This is an optimization exercise on Yosys and OpenROAD, whose aim is small area, not a production implementation. RTL that was checked went through simulation tests only; none was proved equivalent to the original.

// cordic_pipe_rtl
module cordic_pipe_rtl( clock, reset, ce, angle_in, sin_out, cos_out, valid_out );
input clock, reset, ce;
input [11:0] angle_in;
output [11:0] sin_out, cos_out;
output valid_out;
reg [3:0] vcnt;
always @(posedge clock) if (reset) vcnt <= 4'd0; else if (ce && vcnt != 4'd15) vcnt <= vcnt + 4'd1;
assign valid_out = (vcnt == 4'd15);
reg signed [11:0] r0;
always @(posedge clock) if (ce) r0 <= angle_in;
wire d0 = r0 > 12'sd0;
wire d1 = d0 ? (r0 > 12'sd804) : (r0 > -12'sd804);
reg d2;
always @* case ({d0,d1})
  2'b11: d2 = r0 > 12'sd1279; 2'b10: d2 = r0 > 12'sd329; 2'b01: d2 = r0 > -12'sd329; default: d2 = r0 > -12'sd1279;
endcase
wire signed [12:0] nang3;
wire [7:0] nang3_b0 = 8'h00;
assign nang3[0] = nang3_b0[{d0,d1,d2}];
wire [7:0] nang3_b1 = 8'h99;
assign nang3[1] = nang3_b1[{d0,d1,d2}];
wire [7:0] nang3_b2 = 8'hee;
assign nang3[2] = nang3_b2[{d0,d1,d2}];
wire [7:0] nang3_b3 = 8'h69;
  ...
For scale: about 1600 cells after synthesis, roughly 230 flip-flops, about 40 I/O pins, ~0.016 mm^2 of cells after synthesis.
clock: 5.0 ns
lec_check: 0
abc_area: 1
cap_margin: 20
core_margin: 2
core_utilization: 60
slew_margin: 20
standard.sh (not shown) runs the stock make flow with config.mk's settings and CLKGATE_MAP_FILE= SYNTH_SCRIPT=/design/flow/synth_recipe.tcl, a recipe that flattens the netlist after the stock synthesis.
==> flow/flow/run.sh <==
#!/bin/bash
# Layout flow: the standard ORFS flow (standard.sh) with
#  - synthesis without the generic ABC pass that yosys's synth runs before full-adder
#    extraction (registers are unchanged; only the combinational mapping differs),
#  - a smaller clock tree: no dummy loads, clkbuf_8 leaf buffers, clusters of at most 16 sinks,
#  - buf_1 cells as the port buffers.
# Each tool's output goes to standard.log in this folder.
set -o pipefail
export SYNTH_ARGS="-noabc"
export CTS_ARGS="-sink_clustering_enable -repair_clock_nets -dont_use_dummy_load -buf_list sky130_fd_sc_hd__clkbuf_8 -sink_clustering_size 20 -sink_clustering_max_diameter 60"
export BUFFER_PORTS_ARGS="-buffer_cell sky130_fd_sc_hd__buf_1"
bash standard.sh > standard.log 2>&1
Change:
--- a/flow/design.v
+++ b/flow/design.v
@@ -18,40 +18,14 @@
 wire k = b[11] ^ neg;      
 wire chg = k ^ c[N];       
 wire [J:0] run;
 assign run[0] = chg;
 generate for (i = 0; i < J; i = i + 1) begin : h
   assign y[N+i] = a[N+i] ^ run[i];
   assign run[i+1] = run[i] & (a[N+i] ^ ~c[N]);
-end endgenerate
-endmodule
-module add_sh_lo #(parameter J = 1) (input [11:0] a, input [11:0] b, input neg, output [11:0] y, output co);
-localparam N = 12 - J;
-wire [11:0] x = (b >> J) ^ {12{neg}};    
-wire [N:0] c;
-assign c[0] = neg;
-genvar i;
-generate for (i = 0; i < N; i = i + 1) begin : g
-  assign y[i] = a[i] ^ x[i] ^ c[i];
-  assign c[i+1] = (a[i] & x[i]) | (c[i] & (a[i] | x[i]));
-end endgenerate
-assign y[11:N] = a[11:N];
-assign co = c[N];
-endmodule
-module add_sh_hi #(parameter J = 1) (input [11:0] a, input b11, input neg, input ci, output [11:0] y);
-localparam N = 12 - J;
-wire k = b11 ^ neg;        
-wire chg = k ^ ci;         
-wire [J:0] run;
-assign run[0] = chg;
-assign y[N-1:0] = a[N-1:0];
-genvar i;
-generate for (i = 0; i < J; i = i + 1) begin : h
-  assign y[N+i] = a[N+i] ^ run[i];
-  assign run[i+1] = run[i] & (a[N+i] ^ ~ci);
 end endgenerate
 endmodule
 module cordic_pipe_rtl( clock, reset, ce, angle_in, sin_out, cos_out, valid_out );
 input clock, reset, ce;
 input [11:0] angle_in;
 output [11:0] sin_out, cos_out;
 output valid_out;
@@ -173,32 +147,26 @@
 add_sh_hyb6 #(7) u_c4 (.a(cl2), .b(sl1), .neg(r10[3]), .y(c4));
 reg [11:0] rs11, rc11;
 reg [2:0] rd11;
 always @(posedge clock) if (ce) begin rs11 <= s3; rc11 <= c4; rd11 <= r10[2:0]; end
 wire [11:0] s5, c6;   
 add_sh_hyb6 #(8) u_s5 (.a(rs11), .b(rc11), .neg(~rd11[2]), .y(s5));
 add_sh_hyb6 #(8) u_c6 (.a(rc11), .b(rs11), .neg(rd11[2]), .y(c6));
+reg [11:0] rs12, rc12;
+reg [1:0] rd12;
+always @(posedge clock) if (ce) begin rs12 <= s5; rc12 <= c6; rd12 <= rd11[1:0]; end
 wire [11:0] s7, c8;   
-wire s7_co, c8_co;
-add_sh_lo #(9) u_s7 (.a(s5), .b(c6), .neg(~rd11[1]), .y(s7), .co(s7_co));
-add_sh_lo #(9) u_c8 (.a(c6), .b(s5), .neg(rd11[1]), .y(c8), .co(c8_co));
-reg [11:0] rs12, rc12;
-reg [1:0] rx12;   
-always @(posedge clock) if (ce) rx12 <= {s7_co, c8_co};
-reg [1:0] rd12;
-always @(posedge clock) if (ce) begin rs12 <= s7; rc12 <= c8; rd12 <= rd11[1:0]; end
+add_sh_hyb6 #(9) u_s7 (.a(rs12), .b(rc12), .neg(~rd12[1]), .y(s7));
+add_sh_hyb6 #(9) u_c8 (.a(rc12), .b(rs12), .neg(rd12[1]), .y(c8));
 wire [11:0] s9, c10;   
-add_sh_hi #(9) u_s9 (.a(rs12), .b11(rc12[11]), .neg(~rd12[1]), .ci(rx12[1]), .y(s9));
-add_sh_hi #(9) u_c10 (.a(rc12), .b11(rs12[11]), .neg(rd12[1]), .ci(rx12[0]), .y(c10));
-wire [11:0] s11, c12;   
-add_sh_hyb6 #(10) u_s11 (.a(s9), .b(c10), .neg(~rd12[0]), .y(s11));
-add_sh_hyb6 #(10) u_c12 (.a(c10), .b(s9), .neg(rd12[0]), .y(c12));
+add_sh_hyb6 #(10) u_s9 (.a(s7), .b(c8), .neg(~rd12[0]), .y(s9));
+add_sh_hyb6 #(10) u_c10 (.a(c8), .b(s7), .neg(rd12[0]), .y(c10));
 reg [11:0] rs13, rc13;
-always @(posedge clock) if (ce) begin rs13 <= s11; rc13 <= c12; end
-wire [11:0] ms13, mc14;
-mul621_fast u_ms13 (.x(rs13), .y(ms13));
-mul621_fast u_mc14 (.x(rc13), .y(mc14));
+always @(posedge clock) if (ce) begin rs13 <= s9; rc13 <= c10; end
+wire [11:0] ms11, mc12;
+mul621_fast u_ms11 (.x(rs13), .y(ms11));
+mul621_fast u_mc12 (.x(rc13), .y(mc12));
 reg [11:0] rs14, rc14;
-always @(posedge clock) if (ce) begin rs14 <= ms13; rc14 <= mc14; end
+always @(posedge clock) if (ce) begin rs14 <= ms11; rc14 <= mc12; end
 assign sin_out = rs14;
 assign cos_out = rc14;
 endmodule
Outcome:
- design area fell by 1.1%
- worst setup slack gets better by 56 ps
- synthesized area fell by 1.0%
- global-route usage rose by 0.12 points
- hold slack gets worse by 16 ps
- die area fell by 0.98%
Only the layout flow was run in the first run of this note; the RTL was not checked for function there.

old:
cordic_pipe_rtl, a different RTL version from the one above (not shown whole).
For scale: roughly 1600 cells after synthesis, roughly 270 flip-flops, roughly 40 I/O pins.
Settings: LEC_CHECK=0, ABC_AREA=1, CAP_MARGIN=20, CORE_MARGIN=2, CORE_UTILIZATION=60, SLEW_MARGIN=20; clock period 5.0 ns.
==> flow/flow/run.sh <==
#!/bin/bash
# Layout flow: the standard ORFS flow with a smaller clock tree (no dummy loads,
# clkbuf_8 leaf buffers in clusters of at most 16 sinks) and buf_1 port buffers.
set -o pipefail
cp standard.sh standard_sh_copy.txt
export CTS_ARGS="-sink_clustering_enable -repair_clock_nets -dont_use_dummy_load -buf_list sky130_fd_sc_hd__clkbuf_8 -sink_clustering_size 16 -sink_clustering_max_diameter 60"
export BUFFER_PORTS_ARGS="-buffer_cell sky130_fd_sc_hd__buf_1"
bash standard.sh > standard.log 2>&1
#### Input delta (new over old)
diff --git a/flow/design.v b/flow/design.v
--- a/flow/design.v
+++ b/flow/design.v
@@ -224,38 +224,18 @@
 wire k = b[11] ^ neg;      
 wire chg = k ^ c[N];       
 wire [J:0] run;
 assign run[0] = chg;
 generate for (i = 0; i < J; i = i + 1) begin : h
   assign y[N+i] = a[N+i] ^ run[i];
   assign run[i+1] = run[i] & (a[N+i] ^ ~c[N]);
 end endgenerate
 endmodule
-module add_sh_hyb8 #(parameter J = 1) (input [11:0] a, input [11:0] b, input neg, output [11:0] y);
-localparam N = 12 - J;
-wire [11:0] bj = b >> J;
-wire [11:0] x = neg ? ~bj : bj;    
-wire [N:0] c;
-assign c[0] = neg;
-genvar i;
-generate for (i = 0; i < N; i = i + 1) begin : g
-  assign y[i] = a[i] ^ x[i] ^ c[i];
-  assign c[i+1] = (a[i] & x[i]) | (c[i] & (a[i] | x[i]));
-end endgenerate
-wire k = b[11] ^ neg;      
-wire chg = k ^ c[N];       
-wire [J:0] run;
-assign run[0] = chg;
-generate for (i = 0; i < J; i = i + 1) begin : h
-  assign y[N+i] = a[N+i] ^ run[i];
-  assign run[i+1] = run[i] & (a[N+i] ^ ~c[N]);
-end endgenerate
-endmodule
 module cordic_pipe_rtl( clock, reset, ce, angle_in, sin_out, cos_out, valid_out );
 input clock, reset, ce;
 input [11:0] angle_in;
 output [11:0] sin_out, cos_out;
 output valid_out;
 reg [3:0] vcnt;
 always @(posedge clock) if (reset) vcnt <= 4'd0; else if (ce && vcnt != 4'd15) vcnt <= vcnt + 4'd1;
 assign valid_out = (vcnt == 4'd15);
 reg signed [11:0] r0;
@@ -360,47 +340,47 @@
 wire [31:0] cl2_b8 = 32'h96600669;
 assign cl2[8] = cl2_b8[r8[10:6]];
 wire [31:0] cl2_b9 = 32'h8e1ff871;
 assign cl2[9] = cl2_b9[r8[10:6]];
 wire [31:0] cl2_b10 = 32'h81ffff81;
 assign cl2[10] = cl2_b10[r8[10:6]];
 wire [31:0] cl2_b11 = 32'h80000001;
 assign cl2[11] = cl2_b11[r8[10:6]];
 wire [11:0] s3, c4;   
-add_sh_hyb8 #(5) u_s3 (.a(sl1), .b(cl2), .neg(~r8[5]), .y(s3));
-add_sh_hyb8 #(5) u_c4 (.a(cl2), .b(sl1), .neg(r8[5]), .y(c4));
+add_sh_hyb6 #(5) u_s3 (.a(sl1), .b(cl2), .neg(~r8[5]), .y(s3));
+add_sh_hyb6 #(5) u_c4 (.a(cl2), .b(sl1), .neg(r8[5]), .y(c4));
 reg [11:0] rs9, rc9;
 reg [4:0] rd9;
 always @(posedge clock) if (ce) begin rs9 <= s3; rc9 <= c4; rd9 <= r8[4:0]; end
 wire [11:0] s5, c6;   
-add_sh_hyb8 #(6) u_s5 (.a(rs9), .b(rc9), .neg(~rd9[4]), .y(s5));
-add_sh_hyb8 #(6) u_c6 (.a(rc9), .b(rs9), .neg(rd9[4]), .y(c6));
+add_sh_hyb6 #(6) u_s5 (.a(rs9), .b(rc9), .neg(~rd9[4]), .y(s5));
+add_sh_hyb6 #(6) u_c6 (.a(rc9), .b(rs9), .neg(rd9[4]), .y(c6));
 reg [11:0] rs10, rc10;
 reg [3:0] rd10;
 always @(posedge clock) if (ce) begin rs10 <= s5; rc10 <= c6; rd10 <= rd9[3:0]; end
 wire [11:0] s7, c8;   
-add_sh_hyb8 #(7) u_s7 (.a(rs10), .b(rc10), .neg(~rd10[3]), .y(s7));
-add_sh_hyb8 #(7) u_c8 (.a(rc10), .b(rs10), .neg(rd10[3]), .y(c8));
+add_sh_hyb6 #(7) u_s7 (.a(rs10), .b(rc10), .neg(~rd10[3]), .y(s7));
+add_sh_hyb6 #(7) u_c8 (.a(rc10), .b(rs10), .neg(rd10[3]), .y(c8));
 reg [11:0] rs11, rc11;
 reg [2:0] rd11;
 always @(posedge clock) if (ce) begin rs11 <= s7; rc11 <= c8; rd11 <= rd10[2:0]; end
 wire [11:0] s9, c10;   
-add_sh_hyb8 #(8) u_s9 (.a(rs11), .b(rc11), .neg(~rd11[2]), .y(s9));
-add_sh_hyb8 #(8) u_c10 (.a(rc11), .b(rs11), .neg(rd11[2]), .y(c10));
+add_sh_hyb6 #(8) u_s9 (.a(rs11), .b(rc11), .neg(~rd11[2]), .y(s9));
+add_sh_hyb6 #(8) u_c10 (.a(rc11), .b(rs11), .neg(rd11[2]), .y(c10));
 reg [11:0] rs12, rc12;
 reg [1:0] rd12;
 always @(posedge clock) if (ce) begin rs12 <= s9; rc12 <= c10; rd12 <= rd11[1:0]; end
 wire [11:0] s11, c12;   
-add_sh_hyb8 #(9) u_s11 (.a(rs12), .b(rc12), .neg(~rd12[1]), .y(s11));
-add_sh_hyb8 #(9) u_c12 (.a(rc12), .b(rs12), .neg(rd12[1]), .y(c12));
+add_sh_hyb6 #(9) u_s11 (.a(rs12), .b(rc12), .neg(~rd12[1]), .y(s11));
+add_sh_hyb6 #(9) u_c12 (.a(rc12), .b(rs12), .neg(rd12[1]), .y(c12));
 wire [11:0] s13, c14;   
-add_sh_hyb8 #(10) u_s13 (.a(s11), .b(c12), .neg(~rd12[0]), .y(s13));
-add_sh_hyb8 #(10) u_c14 (.a(c12), .b(s11), .neg(rd12[0]), .y(c14));
+add_sh_hyb6 #(10) u_s13 (.a(s11), .b(c12), .neg(~rd12[0]), .y(s13));
+add_sh_hyb6 #(10) u_c14 (.a(c12), .b(s11), .neg(rd12[0]), .y(c14));
 reg [11:0] rs13, rc13;
 always @(posedge clock) if (ce) begin rs13 <= s13; rc13 <= c14; end
 wire [11:0] ms15, mc16;
 mul621_fast u_ms15 (.x(rs13), .y(ms15));
 mul621_fast u_mc16 (.x(rc13), .y(mc16));
 reg [11:0] rs14, rc14;
 always @(posedge clock) if (ce) begin rs14 <= ms15; rc14 <= mc16; end
 assign sin_out = rs14;
 assign cos_out = rc14;
--- outcome ---
- new ran to completion and came out clean on the timing, design-rule and antenna checks.
- new vs. old: via count neither gained nor lost much; cell area after technology mapping neither gained nor lost much; synthesized net count lost 23.
- Area taken by multi-input logic gates in new is 0.48% lower than in old
- Taking old as the reference, in new mean number of vias per cell now larger; die height ~0 delta; number of global-route vias before repair went up by about 2.8%; hold slack was more or less identical; signed area change from the synthesized netlist to the final layout dropped 0.84 points.
- Between old and new, the flow reports routed length per placed instance increasing slightly.
- The part of the cycle the worst path needs of new falls short of that of old by 4.0 points.
- new: non-clock buffer count is 13 lower than what old reported.
Function was not checked in any run of this note: the RTL went through the layout flow alone.

cordic_pipe_rtl, a different RTL version from the one above (not shown whole).
Size: roughly 1500 cells after synthesis, about 40 I/O pins, ~16000 um2 of cells after synthesis.
==> flow/config.mk <==
export PLATFORM = sky130hd
export DESIGN_NAME = cordic_pipe_rtl
export DESIGN_NICKNAME = cordic_pipe_rtl
export VERILOG_FILES = /design/flow/design.v
export SDC_FILE = /design/flow/constraint.sdc
export NUM_CORES = 4
export LEC_CHECK = 0
export ABC_AREA = 1
export CAP_MARGIN = 20
export CORE_MARGIN = 2
export CORE_UTILIZATION = 60
export SLEW_MARGIN = 20
==> flow/constraint.sdc <==
create_clock -name core_clock -period 5.0 [get_ports {clock}]
set_input_delay 1.0000 -clock core_clock [delete_from_list [all_inputs] [get_ports {clock}]]
set_output_delay 1.0000 -clock core_clock [all_outputs]
set_load 0.01 [all_outputs]
==> flow/flow/run.sh <==
#!/bin/bash
# Layout flow: the standard ORFS flow (standard.sh) with
#  - synthesis without the generic ABC pass that yosys's synth runs before full-adder
#    extraction (registers are unchanged; only the combinational mapping differs),
#  - a smaller clock tree: no dummy loads, clkbuf_8 leaf buffers, clusters of at most 16 sinks,
#  - buf_1 cells as the port buffers.
# Each tool's output goes to standard.log in this folder.
set -o pipefail
export SYNTH_ARGS="-noabc"
export CTS_ARGS="-sink_clustering_enable -repair_clock_nets -dont_use_dummy_load -buf_list sky130_fd_sc_hd__clkbuf_8 -sink_clustering_size 16 -sink_clustering_max_diameter 60"
export BUFFER_PORTS_ARGS="-buffer_cell sky130_fd_sc_hd__buf_1"
bash standard.sh > standard.log 2>&1
Rerun with:
--- a/flow/design.v
+++ b/flow/design.v
@@ -16,14 +16,35 @@
   assign c[i+1] = (a[i] & x[i]) | (c[i] & (a[i] | x[i]));
 end endgenerate
 wire k = b[11] ^ neg;      
 wire chg = k ^ c[N];       
 wire [J:0] run;
 assign run[0] = chg;
 generate for (i = 0; i < J; i = i + 1) begin : h
+  assign y[N+i] = a[N+i] ^ run[i];
+  assign run[i+1] = run[i] & (a[N+i] ^ ~c[N]);
+end endgenerate
+endmodule
+module add_sh_hybn #(parameter J = 1, parameter N = 11) (input [11:0] a, input [11:0] b, input neg, output [11:0] y);
+localparam M = 12 - N;
+wire signed [11:0] bs = b;
+wire signed [11:0] sh = bs >>> J;
+wire [11:0] x = sh ^ {12{neg}};
+wire [N:0] c;
+assign c[0] = neg;
+genvar i;
+generate for (i = 0; i < N; i = i + 1) begin : g
+  assign y[i] = a[i] ^ x[i] ^ c[i];
+  assign c[i+1] = (a[i] & x[i]) | (c[i] & (a[i] | x[i]));
+end endgenerate
+wire k = b[11] ^ neg;      
+wire chg = k ^ c[N];       
+wire [M:0] run;
+assign run[0] = chg;
+generate for (i = 0; i < M; i = i + 1) begin : h
   assign y[N+i] = a[N+i] ^ run[i];
   assign run[i+1] = run[i] & (a[N+i] ^ ~c[N]);
 end endgenerate
 endmodule
 module cordic_pipe_rtl( clock, reset, ce, angle_in, sin_out, cos_out, valid_out );
 input clock, reset, ce;
 input [11:0] angle_in;
@@ -144,22 +165,22 @@
 wire [11:0] s3, c4;   
 add_sh_hyb6 #(6) u_s3 (.a(sl1), .b(cl2), .neg(~r9[4]), .y(s3));
 add_sh_hyb6 #(6) u_c4 (.a(cl2), .b(sl1), .neg(r9[4]), .y(c4));
 reg [11:0] rs10, rc10;
 reg [3:0] rd10;
 always @(posedge clock) if (ce) begin rs10 <= s3; rc10 <= c4; rd10 <= r9[3:0]; end
 wire [11:0] s5, c6;   
-add_sh_hyb6 #(7) u_s5 (.a(rs10), .b(rc10), .neg(~rd10[3]), .y(s5));
-add_sh_hyb6 #(7) u_c6 (.a(rc10), .b(rs10), .neg(rd10[3]), .y(c6));
+add_sh_hybn #(7, 8) u_s5 (.a(rs10), .b(rc10), .neg(~rd10[3]), .y(s5));
+add_sh_hybn #(7, 8) u_c6 (.a(rc10), .b(rs10), .neg(rd10[3]), .y(c6));
 reg [11:0] rs11, rc11;
 reg [2:0] rd11;
 always @(posedge clock) if (ce) begin rs11 <= s5; rc11 <= c6; rd11 <= rd10[2:0]; end
 wire [11:0] s7, c8;   
-add_sh_hyb6 #(8) u_s7 (.a(rs11), .b(rc11), .neg(~rd11[2]), .y(s7));
-add_sh_hyb6 #(8) u_c8 (.a(rc11), .b(rs11), .neg(rd11[2]), .y(c8));
+add_sh_hybn #(8, 8) u_s7 (.a(rs11), .b(rc11), .neg(~rd11[2]), .y(s7));
+add_sh_hybn #(8, 8) u_c8 (.a(rc11), .b(rs11), .neg(rd11[2]), .y(c8));
 reg [11:0] rs12, rc12;
 reg [1:0] rd12;
 always @(posedge clock) if (ce) begin rs12 <= s7; rc12 <= c8; rd12 <= rd11[1:0]; end
 wire [11:0] s9, c10;   
 add_sh_hyb6 #(9) u_s9 (.a(rs12), .b(rc12), .neg(~rd12[1]), .y(s9));
 add_sh_hyb6 #(9) u_c10 (.a(rc12), .b(rs12), .neg(rd12[1]), .y(c10));
 wire [11:0] s11, c12;   
What happened:
- The changed run passed the timing, design-rule and antenna checks
- global-route usage goes up by 0.17 points
- final area goes up by 1.3%
- routed wire length is about the same
- final cell count goes down by 1.1%
- utilization goes up by 0.85 points
- hold slack is worse by 0.020 ns
- synthesized area goes up by 0.50%
- die area goes up by 0.49%
- non-clock buffer count goes up by 16
- first-iteration DRC count goes up by 17%
- sequential share of layout area goes down by 0.52 points
Function not checked in the second run of this note: the RTL went through the layout flow alone.

-- afterwards: timing with drivers on the ports --
Ports are ideal in the flow. The routed layouts listed here were re-timed in OpenROAD. Step 1: set_driving_cell puts a clkbuf_16 on clock and a buf_2 on each other input, an assumption about the parent block. Step 2 moves the port delays by t, midway between the first and last clock arrival at a register: inputs arrive t later, outputs are due t later. That takes back most of the time a late clock gives input paths. Three values: ideal, step 1, step 2; two values: the first two.
| run | shift t [ns] | slack for setup (ns) | worst hold slack (ns) | cell pins on the clock port's net |
|---|---|---|---|---|
| the first run of note 1 | 0.574 | 0.172 / 0.172 / 0.172 | 0.388 / 0.388 / 0.388 | 1 |
| the second run of note 1 | 0.559 | 0.228 / 0.228 / 0.228 | 0.372 / 0.372 / 0.372 | 1 |
| old | 0.588 | 0.157 / 0.157 / 0.157 | 0.402 / 0.402 / 0.402 | 1 |
| new | 0.591 | 0.360 / 0.360 / 0.360 | 0.401 / 0.401 / 0.401 | 1 |
| the first run of note 3 | 0.588 | 0.088 / 0.088 / 0.088 | 0.391 / 0.391 / 0.391 | 1 |
| the second run of note 3 | 0.587 | 0.182 / 0.182 / 0.182 | 0.370 / 0.370 / 0.370 | 1 |
After both steps setup and hold are still met in every run listed.
